Background: an optimization exercise with open tools, aiming at small area and a short achievable clock period. Do not read the settings as production practice. In this exercise RTL edits were held to simulation tests only and were not proved equivalent to the original. Power is estimated from default activity; no workload was simulated.

==> flow/design.v (excerpt) <==
module map_data_structure #(
    parameter KEY_WIDTH = 16,
    parameter VALUE_WIDTH = 16,
    parameter MAP_SIZE = 32
)(
    input wire clk,
    input wire reset,
    input wire [KEY_WIDTH-1:0] key_in,
    input wire [VALUE_WIDTH-1:0] value_in,
    input wire [1:0] op,  
    input wire valid_in,
    output wire ready_out,
    output wire [VALUE_WIDTH-1:0] value_out,
    output wire valid_out,
    input wire ready_in
);
export LEC_CHECK = 0
export CAP_MARGIN = 20
export CORE_MARGIN = 2
export CORE_UTILIZATION = 60
export CTS_BUF_LIST = sky130_fd_sc_hd__clkbuf_16
export CTS_CLUSTER_DIAMETER = 100
export CTS_CLUSTER_SIZE = 30
export SETUP_SLACK_MARGIN = 4
export SLEW_MARGIN = 20
export SYNTH_HIERARCHICAL = 1
export SYNTH_MINIMUM_KEEP_SIZE = 0
create_clock -name core_clock -period 10.0 [get_ports {clk}]
run.sh (not shown) runs the stock make flow with config.mk's settings and CLKGATE_MAP_FILE= SYNTH_SCRIPT=/design/flow/synth_recipe.tcl, a recipe that flattens the netlist after the stock synthesis.
The first run completed with no timing, DRC or antenna violations.
Next try:
CORE_UTILIZATION = 72   (was 60)
CTS_BUF_LIST = sky130_fd_sc_hd__clkbuf_8   (was sky130_fd_sc_hd__clkbuf_16)
CTS_CLUSTER_DIAMETER = 60   (was 100)
CTS_CLUSTER_SIZE = 16   (was 30)
The changed run went through all stages and came out clean.
Non-clock buffer count climbs by 23.
Sequential share of layout area fell by 0.88 points.
Flip-flop and latch count is unchanged.
Global-route usage climbs by 9.6 points.
Count of clock-buffer cells in the layout came out higher by 36.
Next try:
CORE_UTILIZATION = 60   (was 72)
The new run produced a clean layout.
Clock-buffer cell count drops by 2.
First-iteration DRC count goes down by 28%.
Total power goes down by 0.85%.
Setup slack got worse by 0.11 ns.
Wire length falls by 5.9%.
Cell count rose by 3.0%.
Via count decreases by 6.4%.
Hold slack is better by 0.057 ns.
Next try:
CORE_UTILIZATION = 68   (was 60)
CTS_BUF_LIST = sky130_fd_sc_hd__clkbuf_16   (was sky130_fd_sc_hd__clkbuf_8)
CTS_CLUSTER_DIAMETER = 100   (was 60)
CTS_CLUSTER_SIZE = 30   (was 16)
SETUP_SLACK_MARGIN = 4.25   (was 4)
Outcome: The new run finished clean; register-to-register slack is worse by 0.03 ns; worst setup slack is better by 0.064 ns; first-iteration DRC count rose by a quarter to a third; die area fell by roughly a tenth; maximum frequency rose slightly; utilization rose by 11 points; power rose slightly; clock skew stays flat; cell area rose slightly.
Next try:
CORE_UTILIZATION = 60   (was 68)
CTS_BUF_LIST = sky130_fd_sc_hd__clkbuf_8   (was sky130_fd_sc_hd__clkbuf_16)
CTS_CLUSTER_DIAMETER = 60   (was 100)
CTS_CLUSTER_SIZE = 16   (was 30)
SETUP_SLACK_MARGIN = 4.5   (was 4.25)
Effect: The new run finished with timing, DRC and antenna clean; via count shrinks by 3.5%; power barely changes; first-iteration DRC count shrinks by 24%; core utilization shrinks by 11 points; design area shrinks by 1.2%.


Another version of the RTL of map_data_structure (not shown whole).
Size: roughly 2,700 cells after synthesis, roughly 1,100 flip-flops, roughly 56 I/O pins, roughly 43,000 um^2 of cells after synthesis.
Design map_data_structure, start of the top module:
module map_data_structure #(
    parameter KEY_WIDTH = 16,
    parameter VALUE_WIDTH = 16,
    parameter MAP_SIZE = 32
)(
    input wire clk,
    input wire reset,
    input wire [KEY_WIDTH-1:0] key_in,
    input wire [VALUE_WIDTH-1:0] value_in,
    input wire [1:0] op,  
    input wire valid_in,
    output wire ready_out,
    output wire [VALUE_WIDTH-1:0] value_out,
    output wire valid_out,
    input wire ready_in
);
==> flow/config.mk <==
export PLATFORM = sky130hd
export DESIGN_NAME = map_data_structure
export DESIGN_NICKNAME = map_data_structure
export VERILOG_FILES = /design/flow/design.v
export SDC_FILE = /design/flow/constraint.sdc
export NUM_CORES = 4
export LEC_CHECK = 0
export CAP_MARGIN = 20
export CORE_MARGIN = 2
export CORE_UTILIZATION = 45
export SLEW_MARGIN = 20
==> flow/constraint.sdc <==
create_clock -name core_clock -period 10.0 [get_ports {clk}]
set_input_delay 2.0000 -clock core_clock [delete_from_list [all_inputs] [get_ports {clk}]]
set_output_delay 2.0000 -clock core_clock [all_outputs]
set_load 0.01 [all_outputs]
The first run completed without violations.
Then changed:
CTS_BUF_LIST = sky130_fd_sc_hd__clkbuf_4 sky130_fd_sc_hd__clkbuf_8   (was not set)
SETUP_SLACK_MARGIN = 4   (was not set)
After rerunning:
- cell count rose by 9.0%
- wire length grows by 26%
- worst setup slack is better by 1.6 ns
- count of clock-buffer cells in the layout rises by 96
- non-clock buffer count came out higher by 262
- via count went up by 12%
- area after synthesis stays the same
Then changed:
ABC_AREA = 1   (was not set)
CORE_UTILIZATION = 60   (was 45)
CTS_BUF_LIST = sky130_fd_sc_hd__clkbuf_16   (was sky130_fd_sc_hd__clkbuf_4 sky130_fd_sc_hd__clkbuf_8)
CTS_CLUSTER_DIAMETER = 60   (was not set)
CTS_CLUSTER_SIZE = 30   (was not set)
Result: Total power decreases by a few percent. Wire length increases by roughly a tenth. Design area increases slightly. Fmax increases by a few percent. Final cell count increases by about a fifth. Core utilization increases by 15 points.
Then changed:
CTS_BUF_LIST = sky130_fd_sc_hd__clkbuf_8   (was sky130_fd_sc_hd__clkbuf_16)
CTS_CLUSTER_SIZE = 18   (was 30)
SETUP_SLACK_MARGIN = 4.5   (was 4)
Design area falls by 1.3%. Wire length hardly moves. First-iteration DRC count fell by 2.7%.
Then changed:
ABC_AREA = not set   (was 1)
ABC_CLOCK_PERIOD_IN_PS = 4000   (was not set)
CTS_CLUSTER_DIAMETER = not set   (was 60)
CTS_CLUSTER_SIZE = not set   (was 18)
SETUP_SLACK_MARGIN = 4   (was 4.5)
After rerunning: Via count fell by 22%. Combinational power fell by 17%. Worst hold slack loses 0.034 ns. Maximum frequency came out lower by 3.9%. Sequential power is about the same. Power rose by 11%. Design area decreases by 2.1%. Critical path depth is lower by 5.

-- what the ideal ports hide --
How much do the figures lean on ideal ports? The routed layouts below were timed once more, with nothing changed but the port constraints.
Step 1: set_driving_cell puts a clkbuf_16 on clk and a buf_2 on each other input, an assumption about the parent block.
Step 2 also shifts input and output timing later by t, the mid clock arrival at the registers, as if the neighbouring blocks saw the same clock.
Slacks: no drivers / after step 1 / after step 2; pairs: no drivers / after step 1.
run | t, ns | slack for setup (ns) | hold WS [ns] | pins driven straight from the clock port
the first run of note 1 | 0.674 | 3.593 / 3.406 / 3.406 | 0.716 / 0.716 / 0.716 | 1
the second run of note 1 | 0.763 | 3.696 / 3.507 / 3.507 | 0.660 / 0.660 / 0.660 | 1
the third run of note 1 | 0.746 | 3.590 / 3.387 / 3.387 | 0.718 / 0.718 / 0.718 | 1
the fourth run of note 1 | 0.682 | 3.654 / 3.515 / 3.515 | 0.641 / 0.641 / 0.641 | 1
the fifth run of note 1 | 0.774 | 3.633 / 3.426 / 3.426 | 0.504 / 0.504 / 0.504 | 1
the first run of note 2 | 0.722 | 1.889 / 1.852 / 1.852 | 0.499 / 0.499 / 0.499 | 1
the second run of note 2 | 0.889 | 3.503 / 3.243 / 3.243 | 0.480 / 0.480 / 0.480 | 1
the third run of note 2 | 0.714 | 3.927 / 3.866 / 3.866 | 0.519 / 0.519 / 0.519 | 1
the fourth run of note 2 | 0.778 | 3.833 / 3.756 / 3.756 | 0.513 / 0.513 / 0.513 | 1
the fifth run of note 2 | 0.875 | 3.585 / 3.326 / 3.326 | 0.479 / 0.479 / 0.479 | 1
After both steps every run listed still meets setup and hold. For the second run of note 2, which loses most, drivers alone change the setup slack by -0.260 ns; drivers and shift together by -0.260 ns.
